This design comes from an exercise in tuning for small area on the open sky130 flow, not from production work. Function was checked by simulation only, so behaviour that the tests miss may differ from the original.

// Datapath
module Datapath(
input clk,
input reset,
output [15:0] PC_F,
output [15:0] PC_D,
output [15:0] PC_Alu,
output [3:0] rd,
output [15:0] ALU_Result,Mem_Output,Data_Write,
input [18:0] imem_data,
input [15:0] dmem_rdata,
output [7:0] dmem_addr,
output [15:0] dmem_wdata,
output [1:0] dmem_be,
output dmem_re
);
clock: 55.0 ns
lec_check: 0
cap_margin: 20
core_margin: 2
core_utilization: 40
slew_margin: 20
run.sh (not shown) runs the stock make flow with config.mk's settings and CLKGATE_MAP_FILE= SYNTH_SCRIPT=/design/flow/synth_recipe.tcl, a recipe that flattens the netlist after the stock synthesis.
Next try:
--- a/flow/design.v
+++ b/flow/design.v
@@ -89,22 +89,36 @@
         else if (we_m && rd_m == k)
             v <= 1'b1;
     assign rf[16*k +: 16] = v ? q : k;
 end
 endgenerate
 always @(posedge clk or posedge reset)
     if (reset)
         r0 <= 16'd0;
     else if (w0_w)
         r0 <= wd_w;
-wire [15:0] rd1 = (rs1_e == 4'd0) ? r0 : rf[16*rs1_e +: 16];
-wire [15:0] rd2 = (rs2_e == 4'd0) ? r0 : rf[16*rs2_e +: 16];
+wire [3:0]  rs2_d = ir_d[15:12];
+wire [15:0] sel1 = 16'd1 << rs1_e;
+wire [15:0] sel2 = 16'd1 << rs2_d;
+reg  [15:0] rd1, rd2_rf, rd2;
+integer ri;
+always @(*) begin
+    rd1 = {16{sel1[0]}} & r0;
+    rd2_rf = {16{sel2[0]}} & (w0_w ? wd_w : r0);
+    for (ri = 1; ri < 16; ri = ri + 1) begin
+        rd1 = rd1 | ({16{sel1[ri]}} & rf[16*ri +: 16]);
+        rd2_rf = rd2_rf | ({16{sel2[ri]}} & rf[16*ri +: 16]);
+    end
+end
+wire bm2 = we_m && (rd_m == rs2_d) && (rs2_d != 4'd0);
+always @(posedge clk)
+    rd2 <= bm2 ? wbv : rd2_rf;
 wire fm1 = we_m && (rd_m == rs1_e) && (rs1_e != 4'd0);
 wire fm2 = we_m && (rd_m == rs2_e) && (rs2_e != 4'd0);
 wire [15:0] a = re1_e ? (fm1 ? res_m : rd1) : 16'd0;
 wire [15:0] b = re2_e ? (fm2 ? res_m : rd2) : 16'd0;
 wire sub = (fn_e == 4'd1) || (fn_e == 4'd5);
 wire cin = (fn_e == 4'd1) || (fn_e == 4'd4);
 wire [15:0] sum = a + (sub ? ~b : b) + {15'd0, cin};
 wire [15:0] prod, quot;
 Mul16 MU(a, b, prod);
 Div16 DU(a, b, quot);
@@ -125,50 +139,61 @@
 wire [15:0] result = r_e ? rres : (call_e ? pcm3 : 16'd0);
 wire eq = (a == b);
 assign taken = (beq_e && eq) || (bne_e && !eq) || j_e;
 reg  [3:0]  sp;
 reg         emp, ful;
 wire [255:0] sk;                 
 assign sk[15:0] = 16'd0;
 wire push = call_e && !ful;
 wire pop  = ret_e && !emp;
 wire [3:0] tp = sp + 4'd1;
-wire [15:0] sout = (pop && sp != 4'd15) ? sk[16*tp +: 16] : 16'd0;
+wire [15:0] selt = pop ? (16'd1 << tp) : 16'd0;     
+reg  [15:0] sout;
+integer si;
+always @(*) begin
+    sout = 16'd0;
+    for (si = 1; si < 16; si = si + 1)
+        sout = sout | ({16{selt[si]}} & sk[16*si +: 16]);
+end
 always @(posedge clk or posedge reset)
     if (reset) begin
         sp <= 4'd15; emp <= 1'b1; ful <= 1'b0;
     end else if (push) begin
         sp <= sp - 4'd1; emp <= 1'b0; ful <= (sp == 4'd0);
     end else if (pop) begin
         sp <= sp + 4'd1; emp <= (sp == 4'd0); ful <= 1'b0;
     end
 generate
 for (k = 1; k < 16; k = k + 1) begin : g_sk
     reg [15:0] q;
-    reg        v;                
     always @(posedge clk)
         if (push && sp == k)
             q <= pcm3;
-    always @(posedge clk or posedge reset)
-        if (reset)
-            v <= 1'b0;
-        else if (push && sp == k)
-            v <= 1'b1;
-    assign sk[16*k +: 16] = v ? q : 16'd0;
+    if (k == 1) begin : g_v
+        reg v;
+        always @(posedge clk or posedge reset)
+            if (reset)
+                v <= 1'b0;
+            else if (push && sp == k)
+                v <= 1'b1;
+        assign sk[16*k +: 16] = v ? q : 16'd0;
+    end else begin : g_nv
+        assign sk[16*k +: 16] = q;
+    end
 end
 endgenerate
 assign target = ret_e ? sout : (j_e ? {2'b00, ir_e[15:2]} : {8'd0, ir_e[7:0]});
 always @(posedge clk or posedge reset)
     if (reset) begin
         pcf <= 16'd0;
         ir_d <= 19'd0; dv <= 1'b0;
-        ir_e <= 19'd0; xv <= 1'b0;
+        ir_e <= BUBBLE; xv <= 1'b0;
     end else begin
         if (!stall)
             pcf <= taken ? target : pcf + 16'd3;
         if (taken) begin
             ir_d <= 19'd0; dv <= 1'b0;
         end else if (!stall) begin
             ir_d <= imem_data; dv <= 1'b1;
         end
         if (taken || stall) begin
             ir_e <= BUBBLE; xv <= 1'b0;
After rerunning: Global-route usage went up by 3.0 points; sequential cell count went up by 2; sequential share of layout area went up by 1.3 points; wire length went up by 4.8%; worst setup slack improves by 4.2 ns; worst hold slack improves by 0.088 ns; area after synthesis went down by 5.0%.

-- re-timing with driven ports --
How much do the figures lean on ideal ports? The routed layouts below were timed once more, with nothing changed but the port constraints. Step 1, drivers: a clkbuf_16 drives clk and a buf_2 each remaining input, both assumed. Step 2, shift: input delay + t, output delay - t, t = (earliest + latest rising clock arrival at the registers) / 2. This alone moves slack from input paths to output paths. a / b / c = ideal ports / drivers / drivers and shift; a / b = the first two.
| run | shift t [ns] | slack for setup (ns) | worst hold slack (ns) |
|---|---|---|---|
| the first run | 0.712 | 2.988 / 2.919 / 3.631 | 0.391 / 0.391 / 0.391 |
| the second run | 0.684 | 7.212 / 7.142 / 7.826 | 0.479 / 0.479 / 0.479 |
After both steps every run listed still meets setup and hold.
